This is an optimization exercise on Yosys and OpenROAD, whose aim is small area, not a production implementation. RTL that was checked went through simulation tests only; none was proved equivalent to the original. For run 2, only the layout was checked, not whether the RTL still works. Power and IR drop assume default switching activity.

$ cat flow/run.sh
#!/bin/bash
# synth_recipe.tcl (not shown) runs the flow's synth.tcl, then flattens the netlist and writes it again
# the make line also repeats each setting of config.mk as NAME=value (left out here)
make -C /OpenROAD-flow-scripts/flow DESIGN_CONFIG=/design/flow/config.mk WORK_HOME=/design/flow/orfs CLKGATE_MAP_FILE= SYNTH_SCRIPT=/design/flow/synth_recipe.tcl finish
$ cat flow/config.mk
export PLATFORM = sky130hd
export DESIGN_NAME = main
export DESIGN_NICKNAME = main
export VERILOG_FILES = /design/flow/design.v
export SDC_FILE = /design/flow/constraint.sdc
export NUM_CORES = 4
export LEC_CHECK = 0
export CAP_MARGIN = 20
export CORE_MARGIN = 2
export CORE_UTILIZATION = 40
export SLEW_MARGIN = 20
$ cat flow/constraint.sdc
create_clock -name core_clock -period 10.0 [get_ports {clk}]
set_input_delay 2.0000 -clock core_clock [delete_from_list [all_inputs] [get_ports {clk}]]
set_output_delay 2.0000 -clock core_clock [all_outputs]
set_load 0.01 [all_outputs]
$ cat flow/design.v
module uart_recv #(
  parameter baudRate = 9600,
  parameter clkFreq = 1000000000
)(
  input logic clk,
  input logic rst,
  input logic signal,
  output logic[7:0] data,
  output logic dataReceivedFlag
);
typedef enum { IDLE, START_BIT, DATA_BITS, STOP_BIT } State;
State uart_recv_state;
localparam int clkPulsesPerBit = clkFreq / baudRate;
int count;
int bitReceived;
always @(posedge clk) begin
  if (rst) begin
    uart_recv_state <= IDLE;
    count <= 0;
    bitReceived <= 0;
    dataReceivedFlag <= 0;
  end else begin
  count <= count + 1;
  case (uart_recv_state)
    IDLE: begin
      dataReceivedFlag <= 0;
      if (signal == 0) begin
        count <= 0;
        uart_recv_state <= START_BIT;
      end
    end
    START_BIT: begin
      if (count == clkPulsesPerBit / 2) begin
        if (signal == 0) begin
          count <= 0;
          bitReceived <= 0;
          uart_recv_state <= DATA_BITS;
        end else begin
          uart_recv_state <= IDLE;
        end
      end
    end
    DATA_BITS: begin
      if (count == clkPulsesPerBit) begin
        data[bitReceived] <= signal;
        bitReceived <= bitReceived + 1;
        count <= 0;
        if (bitReceived == 7) begin
          uart_recv_state <= STOP_BIT;
          count <= 0;
        end
      end
    end
    STOP_BIT: begin
      if (count == clkPulsesPerBit) begin
        if (signal == 1) begin
          dataReceivedFlag <= 1;
        end
        uart_recv_state <= IDLE;
      end
    end
    default: begin
      uart_recv_state <= IDLE;
    end
  endcase
  end
end
endmodule
module uart_send #(
  parameter baudRate = 9600,
  parameter clkFreq = 100000000
)(
  input logic clk,
  input logic rst,
  input logic[7:0] data,
  input logic send_trigger,
  output logic signal
);
typedef enum { IDLE, START_BIT, DATA_BITS, STOP_BIT } State;
State uart_send_state;
int count;
localparam int clkPulsesPerBit = clkFreq / baudRate;
int bits_send;
logic[7:0] dataToSend;
always @(posedge clk) begin
  if (rst) begin
    uart_send_state <= IDLE;
    count <= 0;
    bits_send <= 0;
    signal <= 1;
  end else begin
  count <= count + 1;
  case (uart_send_state)
    IDLE: begin
      signal <= 1;
      if (send_trigger == 1) begin
        uart_send_state <= START_BIT;
        count <= 0;
        dataToSend <= data;
      end
    end
    START_BIT: begin
      signal <= 0;
      if (count == clkPulsesPerBit) begin
        uart_send_state <= DATA_BITS;
        bits_send <= 0;
        count <= 0;
      end
    end
    DATA_BITS: begin
      signal <= dataToSend[bits_send];
      if (count == clkPulsesPerBit) begin
        count <= 0;
        bits_send <= bits_send + 1;
        if (bits_send == 7) begin
          uart_send_state <= STOP_BIT;
        end
      end
    end
    STOP_BIT: begin
      signal <= 1;
      if (count == clkPulsesPerBit) begin
        count <= 0;
        uart_send_state <= IDLE;
      end
    end
    default: uart_send_state <= IDLE; 
  endcase
  end
end
endmodule
module main (
	output logic tx,
	input logic rx,
	input logic clk,
	input logic rst,
	output logic led_red,
	output logic led_green
);
parameter clkFreq = 12000000;
parameter baudRate = 115200;
logic[7:0] receivedData, sentData;
logic dataReceivedFlag;
logic dataSendFlag;
uart_recv #(
	.baudRate(baudRate),
	.clkFreq(clkFreq)
) recv(
	.clk(clk),
	.rst(rst),
	.signal(rx),
	.data(receivedData),
	.dataReceivedFlag(dataReceivedFlag)
);
uart_send #(
	.baudRate(baudRate),
	.clkFreq(clkFreq)
) send(
	.clk(clk),
	.rst(rst),
	.data(sentData),
	.send_trigger(dataSendFlag),
	.signal(tx)
);
always_comb begin
	led_red = rx;
	led_green = tx;
	dataSendFlag = dataReceivedFlag;
	sentData = receivedData;
end
endmodule
==> results.tsv, run 1 <==
stage	metric	value	unit
grt	antenna_found_initial	0	
route	viasPerCell	5.31	
timing	slew_headroom	30.2	%
setup_path	worst-setup-path-type	in2out	
grt	grt_max_degree	33	
timing	finalSetupTns	0	ns
setup_path	reg2reg_from	recv.bitReceived[0]$_SDFFE_PP0P_	
logic_synthesis	synth_area_leaders	dfxtp_1 (33%), nor2_1 (8.7%), xor2_1 (8.0%), xnor2_1 (6.3%), edfxtp_1 (6.0%)	
route	drt_wl_total	16.6	mm
placed_design	hpwl	11.5	mm
logic_synthesis	ys_seq_area_share	39.3	%
die	rows	51	
logic_synthesis	yosysTopAreaCellShare	33.3	%
logic_synthesis	ys_async_sr_fraction	0	%
setup_path	crit_arrival	3.28	ns
logic_synthesis	synthesis.area	0.00806	sq mm
placed_design	io_buffers	5	
setup_path	worstSetupStartpointType	primary input	
placed_design	gp_congestion	0.854	
logic_synthesis	synth.distinct_cells	64	
logic_synthesis	ys.flop_type	dfxtp_1	
timing	max_freq	189	MHz
cts	ctsHoldBuffers	0	
setup_path	worstPathRequired	8.00	ns
die	die_area	0.0213	sq mm
setup_path	critical-path-top-delay-family	buffers and inverters	
route	drc	0	
finish	n_antenna_cell	0	
pwr	finalPower	1.34	mW
setup_path	rr_endpoint	recv.data[1]$_DFFE_PP_	
setup_path	crit_path_top_delay_cell	clkdlybuf4s50_1	
timing	finalSetupViolations	0	
outcome	status	finished clean	
finish	drive_gt1_share	5.41	%
setup_path	cp_num_buf_inv	2	
finish	multi_input_area	0.00462	sq mm
cts	clock-root-buffer	clkbuf_16	
die	die_w	146	um
route	drt_first_pass_iters	5	
flow_run	cap_viol_max_count	0	
logic_synthesis	netlist_instances	964	
cts	tritoncts	done	
setup_path	cp.depth	2	
timing	min_period	5.28	ns
timing	skew	0.00799	ns
logic_synthesis	syn-num-nets	980	
cts	h-tree-depth	4	
route	initialDrtViolationCount	376	
cts	clk_latency	0.42	ns
timing	rsz0062_at_grt	false	
timing	holdWs	0.445	ns
setup_path	crit_path_end	led_red	
timing	hold_viol_final	0	
setup_path	worstRegToRegCells	10	
finish	finalNetCount	964	
route	routedWlPerCell	13.6	um
route	postRouteAntennaNets	0	
pwr	p_leak	3.13	nW
finish	regArea	0.00316	sq mm
cts	cts_buffers	17	
cts	post-cts-setup-buffers	0	
die	num_io_pins	6	
pwr	powerDensity	152	mW/mm^2
cts	cts_max_path_buffers	2	
cts	clk_pin_slew	0.06	ns
logic_synthesis	yosys_warnings	3	
finish	fin_util	45.1	%
logic_synthesis	synth_edf_count	16	
setup_path	end_kind	primary output	
pwr	ir_drop	0.112	mV
die	core	0.0196	sq mm
grt	track_usage	16.3	%
timing	worstMarginPinSlew	1.05	ns
timing	fin_crit_sh	52.8	%
grt	grt-ovfl-total	0	
setup_path	cpPeakStageDelay	0.68	ns
cts	ctsResizeCount	0	
finish	areaGrowthSynthToFinish	9.60	%
die	fp.dieH	146	um
logic_synthesis	avgSynthCellArea	8.36	sq um
min_path	hp-class	reg2reg	
route	vias	6510	
cts	numClockSinks	150	
timing	slew_violations	0	
setup_path	crit_path_cell_trace	clkdlybuf4s50_1 > clkdlybuf4s50_1	
logic_synthesis	yosysTopAreaCell	dfxtp_1	
setup_path	crit_start	rx	
setup_path	cpMostUsedCell	clkdlybuf4s50_1	
setup_path	rrSetupSlack	5.63	ns
setup_path	worstPathMaxFanout	13	
logic_synthesis	ys_ff_latch	150	
grt	grt_pass1_vias	6076	
grt	grt_pass1_wl	29.4	mm
die	start_util	41.1	%
finish	fill_cells	2024	
[per-layer routing]
layer	track usage, %	part of all wire, %	up-vias
li1	-	-	3341
met1	22.3	50	3053
met2	26.2	45	96
met3	3.61	3.3	20
met4	4.31	1.3	0
met5	0	0	-
[flip-flops by register name, summed over array words and instances (netlist names)]
register and cells:
recv.bitReceived 32, send.signal 1, send.count 32, send.uart_send_state 2, send.bits_send 32, recv.count 32
recv.uart_recv_state 2, send.dataToSend 8, recv.dataReceivedFlag 1, recv.data 8
[cell usage in the layout (no fill, tap or decap), types with 5 or more instances in the layout]
cell | synthesis | layout
clkdlybuf4s50_1 | 0 | 5
or3_1 | 9 | 9
a31oi_1 | 5 | 5
and4_1 | 10 | 10
dfxtp_1 | 134 | 134
nand2_1 | 66 | 66
ha_1 | 13 | 13
clkbuf_16 | 0 | 17
o21ai_0 | 17 | 17
nand2b_1 | 6 | 6
inv_1 | 28 | 28
nand3_1 | 50 | 50
nand4_1 | 38 | 38
nor3_1 | 39 | 39
a21oi_1 | 11 | 11
mux2_1 | 8 | 8
nor2_1 | 186 | 186
mux2i_1 | 6 | 6
o211ai_1 | 6 | 6
and3_1 | 36 | 36
a211oi_1 | 6 | 6
nor4_1 | 25 | 24
edfxtp_1 | 16 | 16
xor2_1 | 74 | 74
xnor2_1 | 58 | 58
or4_1 | 6 | 6
[how the worst min path moves through the flow]
stage                     slack [ns]                            to              startpoint  cells after the start
after floorplan                 0.42  send.dataToSend[0]$_DFFE_PP_  recv.data[0]$_DFFE_PP_                      0
after global placement          0.44  send.dataToSend[6]$_DFFE_PP_  recv.data[6]$_DFFE_PP_                      0
after detailed placement        0.44  send.dataToSend[6]$_DFFE_PP_  recv.data[6]$_DFFE_PP_                      0
after CTS                       0.45  send.dataToSend[5]$_DFFE_PP_  recv.data[5]$_DFFE_PP_                      0
after global routing            0.47  send.dataToSend[6]$_DFFE_PP_  recv.data[6]$_DFFE_PP_                      0
final                           0.45  send.dataToSend[5]$_DFFE_PP_  recv.data[5]$_DFFE_PP_                      0
[power by group]
group,total [mW],switching [mW],internal [mW]
registers,0.636,0.0170,0.619
clock network,0.591,0.269,0.322
logic,0.112,0.0670,0.0448
[synth_stat cells (4+ instances only)]
cell type and instances:
or3_1 9, nand4b_1 4, nor4b_1 4, ha_1 13
inv_1 28, mux2i_1 6, and2_1 4, o21ai_0 17
and3_1 36, o211ai_1 6, nor2_1 186, dfxtp_1 134
xor2_1 74, clkbuf_1 35, a21oi_1 11, and4_1 10
edfxtp_1 16, a211oi_1 6, a31oi_1 5, nand2b_1 6
mux2_1 8, nand3_1 50, nand2_1 66, nor4_1 25
nand4_1 38, or4_1 6, xnor2_1 58, nor3_1 39
[area by class of cell]
type / count / area share [%]
Tap cell: 265 / 3.75
Inverter: 28 / 1.19
Sequential cell: 150 / 35.8
Clock buffer: 20 / 4.94
Timing Repair Buffer: 9 / 0.907
Multi-Input combinational cell: 742 / 52.3
Clock inverter: 12 / 1.11
[kinds of logic (layout without fill, tap and decap cells)]
family	after synthesis	count (layout)	synth area share, %
multiplexers	19	19	2.84
flip-flops	150	150	39.3
buffers and inverters	72	69	3.59
AND/OR/NAND/NOR	502	502	31.2
AO/OA/AOI/OAI	76	76	6.75
XOR/XNOR	132	132	14.3
adder cells (fa/ha/maj)	13	13	2.02
[metrics by stage]
step	worst slack [ns]	cell area, sq um	cells
3_5_place_dp	4.69	8300	1194
3_3_place_gp	4.70	8300	1194
5_1_grt	4.63	8830	1226
2_1_floorplan	5.88	8060	964
4_1_cts	4.69	8830	1226
6_report	4.72	8830	1226
==> run 2, diff against run 1 <==
==> flow/design.v (replaced) <==
module uart_recv (
  input  logic       clk,
  input  logic       rst,
  input  logic       signal,
  output logic [7:0] data,
  output logic       dataReceivedFlag
);
logic [6:0] count;
logic [3:0] state;
wire idle   = (state == 4'd12);
wire sample = (count == 7'd104);
always_ff @(posedge clk) begin
  if (idle)
    count <= 7'd52;
  else if (sample)
    count <= 7'd0;
  else
    count <= count + 7'd1;
  if (!idle && !state[3] && sample)
    data[state[2:0]] <= signal;
  dataReceivedFlag <= !rst && (state == 4'd8) && sample && signal;
  if (rst)
    state <= 4'd12;
  else if (idle) begin
    if (!signal)
      state <= 4'd15;
  end else if (sample) begin
    if (state == 4'd8 || (state == 4'd15 && signal))
      state <= 4'd12;
    else
      state <= state + 4'd1;
  end
end
endmodule
module uart_send (
  input  logic       clk,
  input  logic       rst,
  input  logic [7:0] data,
  input  logic       send_trigger,
  output logic       signal
);
logic [6:0] count;
logic [3:0] state;
wire tick = (count == 7'd104);
wire idle = (state == 4'd10) || (state == 4'd9 && tick);
always_ff @(posedge clk) begin
  if (idle)
    count <= 7'd104;
  else if (tick)
    count <= 7'd0;
  else
    count <= count + 7'd1;
  if (rst)
    signal <= 1'b1;
  else if (!idle && tick) begin
    if (state == 4'd15)
      signal <= 1'b0;
    else if (!state[3])
      signal <= data[state[2:0]];
    else
      signal <= 1'b1;
  end
  if (rst)
    state <= 4'd10;
  else if (idle)
    state <= send_trigger ? 4'd15 : 4'd10;
  else if (tick)
    state <= state + 4'd1;
end
endmodule
module main (
	output logic tx,
	input logic rx,
	input logic clk,
	input logic rst,
	output logic led_red,
	output logic led_green
);
logic [7:0] data;
logic       flag;
uart_recv recv (
	.clk(clk),
	.rst(rst),
	.signal(rx),
	.data(data),
	.dataReceivedFlag(flag)
);
uart_send send (
	.clk(clk),
	.rst(rst),
	.data(data),
	.send_trigger(flag),
	.signal(tx)
);
assign led_red = rx;
assign led_green = tx;
endmodule
--- a/flow/config.mk
+++ b/flow/config.mk
@@ -5,7 +5,8 @@
 export SDC_FILE = /design/flow/constraint.sdc
 export NUM_CORES = 4
 export LEC_CHECK = 0
+export ABC_AREA = 1
 export CAP_MARGIN = 20
 export CORE_MARGIN = 2
-export CORE_UTILIZATION = 40
+export CORE_UTILIZATION = 70
 export SLEW_MARGIN = 20
==> run 2 against run 1 <==
Global-route usage is 9.5 points higher. Combinational power grew 74%. Sequential share of layout area is 0.85 points higher. Worst hold slack improved by 0.011 ns. Via count is 77% lower. Final area fell by 78%. Highest routed layer unchanged.
==> results.tsv, run 2 <==
stage	metric	value	unit
outcome	status	finished clean	
die	rows	18	
finish	largest_register_ffs	8	
setup_path	reg2reg_from	recv.state[0]$_SDFFE_PP0P_	
setup_path	critical-path-top-delay-family	buffers and inverters	
cts	clk_pin_slew	0.09	ns
timing	rsz0062_at_grt	false	
pwr	switching_share	40.7	%
logic_synthesis	synth_area_leaders	dfxtp_1 (26%), edfxtp_1 (13%), nand2_1 (7.8%), ha_1 (7.5%), nand3_1 (6.3%)	
finish	fill_cells	173	
die	die_area	0.00303	sq mm
min_path	min_path_cells	1	
grt	grt_pass1_vias	1301	
logic_synthesis	ys_ff_latch	32	
logic_synthesis	synth_common_cells	nand2_1 (38), inv_1 (27), dfxtp_1 (24), nand3_1 (23), nor2_1 (19)	
logic_synthesis	synthesis.area	0.00182	sq mm
setup_path	crit_path_cell_trace	clkdlybuf4s50_1 > clkdlybuf4s50_1	
grt	antenna_found_initial	0	
die	start_util	73.6	%
setup_path	worst-setup-path-type	in2out	
setup_path	cp_num_buf_inv	2	
setup_path	end_kind	primary output	
route	drt_first_pass_iters	4	
logic_synthesis	synth.distinct_cells	35	
finish	n_antenna_cell	0	
grt	grt-ovfl-total	0	
cts	cts_buffers	5	
route	initialDrtViolationCount	37	
die	core	0.00248	sq mm
cts	ctsHoldBuffers	0	
setup_path	worstSetupStartpointType	primary input	
placed_design	gp_congestion	0.825	
logic_synthesis	ys_seq_area_share	39.5	%
timing	hold_viol_final	0	
route	vias	1475	
die	die_w	55.1	um
pwr	clock_power_share	20.4	%
pwr	p_int	0.281	mW
route	drt_wl_total	3.28	mm
pwr	p_sw	0.193	mW
cts	clock-root-buffer	clkbuf_4	
timing	fin_crit_sh	52.1	%
logic_synthesis	netlist_instances	225	
finish	finalNetCount	248	
route	routedWlPerCell	12.4	um
timing	finalSetupViolations	0	
setup_path	worstPathMaxFanout	8	
route	drc	0	
setup_path	crit_path_top_delay_cell	clkdlybuf4s50_1	
logic_synthesis	synth_edf_count	8	
finish	drive_gt1_share	14.9	%
setup_path	cpMostUsedCell	clkdlybuf4s50_1	
finish	layout.cells.most_common_list	nand2_1 (38), inv_1 (27), dfxtp_1 (24), nand3_1 (23), nor2_1 (19)	
min_path	min_to	recv.count[0]$_SDFF_PP0_	
die	num_io_pins	6	
finish	final_common_cell	nand2_1	
cts	post-cts-setup-buffers	0	
finish	areaGrowthSynthToFinish	7.75	%
timing	holdWs	0.456	ns
pwr	seq_power_share	38.4	%
flow_run	cap_viol_max_count	0	
grt	grt_pass1_wl	5.40	mm
timing	slew_violations	0	
timing	min_period	5.21	ns
cts	clk_latency	0.34	ns
placed_design	io_buffers	5	
min_path	min_from	recv.count[0]$_SDFF_PP0_	
timing	slew_headroom	55.8	%
pwr	power_frac_comb	41.2	%
placed_design	hpwl	2.52	mm
logic_synthesis	ys_async_sr_fraction	0	%
timing	skew	0.00305	ns
setup_path	rrSetupSlack	8.03	ns
cts	ctsResizeCount	0	
logic_synthesis	syn-num-nets	239	
min_path	hp-class	reg2reg	
cts	cts_max_path_buffers	2	
grt	track_usage	25.8	%
setup_path	worstPathRequired	8.00	ns
pwr	ir_drop	0.252	mV
setup_path	crit_start	rx	
logic_synthesis	ys.flop_type	dfxtp_1	
route	viasPerCell	5.57	
logic_synthesis	avgSynthCellArea	8.11	sq um
die	fp.dieH	55.1	um
logic_synthesis	yosysTopAreaCellShare	26.3	%
logic_synthesis	yosys.cell_count.top_type	nand2_1	
timing	worstMarginPinSlew	0.660	ns
pwr	powerDensity	241	mW/mm^2
setup_path	worstRegToRegCells	8	
pwr	p_leak	0.913	nW
pwr	finalPower	0.474	mW
setup_path	crit_arrival	3.21	ns
cts	tritoncts	done	
route	postRouteAntennaNets	0	
setup_path	cpPeakStageDelay	0.61	ns
cts	numClockSinks	32	
timing	finalSetupTns	0	ns
grt	grt_max_degree	11	
logic_synthesis	yosysTopAreaCell	dfxtp_1	
timing	max_freq	192	MHz
setup_path	rr_endpoint	recv.data[4]$_DFFE_PP_	
logic_synthesis	yosys_warnings	2	
cts	h-tree-depth	2	
==> run 2: cell types whose count changed in the layout (fill, tap and decap cells not counted), moves of 8 or more <==
cell | previous run | this run
nor2_1 | 186 | 19
dfxtp_1 | 134 | 24
xor2_1 | 74 | 3
xnor2_1 | 58 | 3
nor3_1 | 39 | 1
and3_1 | 36 | 0
nand4_1 | 38 | 4
nand2_1 | 66 | 38
nand3_1 | 50 | 23
nor4_1 | 24 | 1
clkbuf_16 | 17 | 0
and4_1 | 10 | 0
or3_1 | 9 | 0
edfxtp_1 | 16 | 8
==> run 2: power by group through the flow <==
stage	combinational, mW	sequential (mW)	clock (mW)
global placement	0.184	0.183	0
floorplan	0.161	0.178	0
CTS	0.196	0.182	0.0979
finish	0.195	0.182	0.0967
detailed placement	0.194	0.185	0
global route	0.223	0.186	0.102
==> run 2: how the worst max path moves through the flow <==
stage | endpoint | slack [ns] | cells after the start
5_1_grt | led_red | 4.75 | 2
3_5_place_dp | led_red | 4.78 | 2
6_report | led_red | 4.79 | 2
3_3_place_gp | led_red | 4.85 | 2
4_1_cts | led_red | 4.78 | 2
2_1_floorplan | led_red | 5.88 | 1
==> run 2: per-layer routing <==
layer | GRT usage (%) | vias to the layer above | routed length [um]
met5 | 0 | - | 0
met4 | 11.0 | 0 | 44
met3 | 10.5 | 7 | 177
met2 | 41.5 | 28 | 1660
met1 | 30.4 | 684 | 1400
li1 | - | 756 | -
==> run 2: logic make-up (layout without fill, tap and decap cells) <==
group           count (synthesis)  in the layout  synth area share [%]
compound gates                 29             29                  8.57
flops                          32             32                  39.5
fa+ha+maj                      11             11                  7.54
simple gates                  106            106                  31.2
xor+xnor                        6              6                  2.88
buf+inv                        38             48                  8.57
mux                             3              3                  1.71
==> run 2: layout make-up <==
class,instances,area [sq um],share of cell area (%)
Multi-Input combinational cell,155,947,48.2
Sequential cell,32,721,36.7
Inverter,35,134,6.81
Timing Repair Buffer,5,50.0,2.55
Clock buffer,6,41.3,2.10
Tap cell,30,37.5,1.91
Clock inverter,2,35.0,1.78
==> run 2: worst register-to-register path, stage by stage (launching register included) <==
cell      delay [ns]
dfxtp_1         0.53
inv_1           0.12
ha_1            0.28
inv_2           0.08
nand2_1         0.06
nand2_2         0.12
inv_2           0.08
nand3b_1        0.11
mux2_1          0.34
==> run 2: per-stage QoR <==
stage / instance area [sq um] / instances / setup WS, ns / util, %
finish: 1970 / 265 / 4.79 / 79.3
global route: 1970 / 265 / 4.75 / 79.3
CTS: 1970 / 265 / 4.78 / 79.3
detailed placement: 1890 / 257 / 4.78 / 76.3
global placement: 1890 / 257 / 4.85 / 76.3
floorplan: 1820 / 225 / 5.88 / -

port drivers added, routing unchanged:
No port has a modelled driver above. Below, the same layouts with a new extraction and two added sets of constraints. Step 1 (the two cells are an assumption about what drives the block):
set clk [get_ports {clk}]
set_driving_cell -lib_cell sky130_fd_sc_hd__clkbuf_16 $clk
set_driving_cell -lib_cell sky130_fd_sc_hd__buf_2 [delete_from_list [all_inputs] $clk]
Step 2 also shifts input and output timing later by t, the mid clock arrival at the registers, as if the neighbouring blocks saw the same clock. a / b / c = ideal / step 1 / step 2; a / b = the first two.
run	shift t [ns]	slack for setup (ns)	worst setup path after step 2	clock arrival spread, ns	slew at the worst register clock pin (ns)
run 1	0.458	4.719 / 4.694 / 4.694	input to output	0.008 / 0.008	0.07 / 0.07
run 2	0.357	4.790 / 4.769 / 4.769	input to output	0.003 / 0.003	0.10 / 0.10
After both steps every run listed still meets setup and hold. For run 1, which loses most, drivers alone change the setup slack by -0.025 ns; drivers and shift together by -0.025 ns.
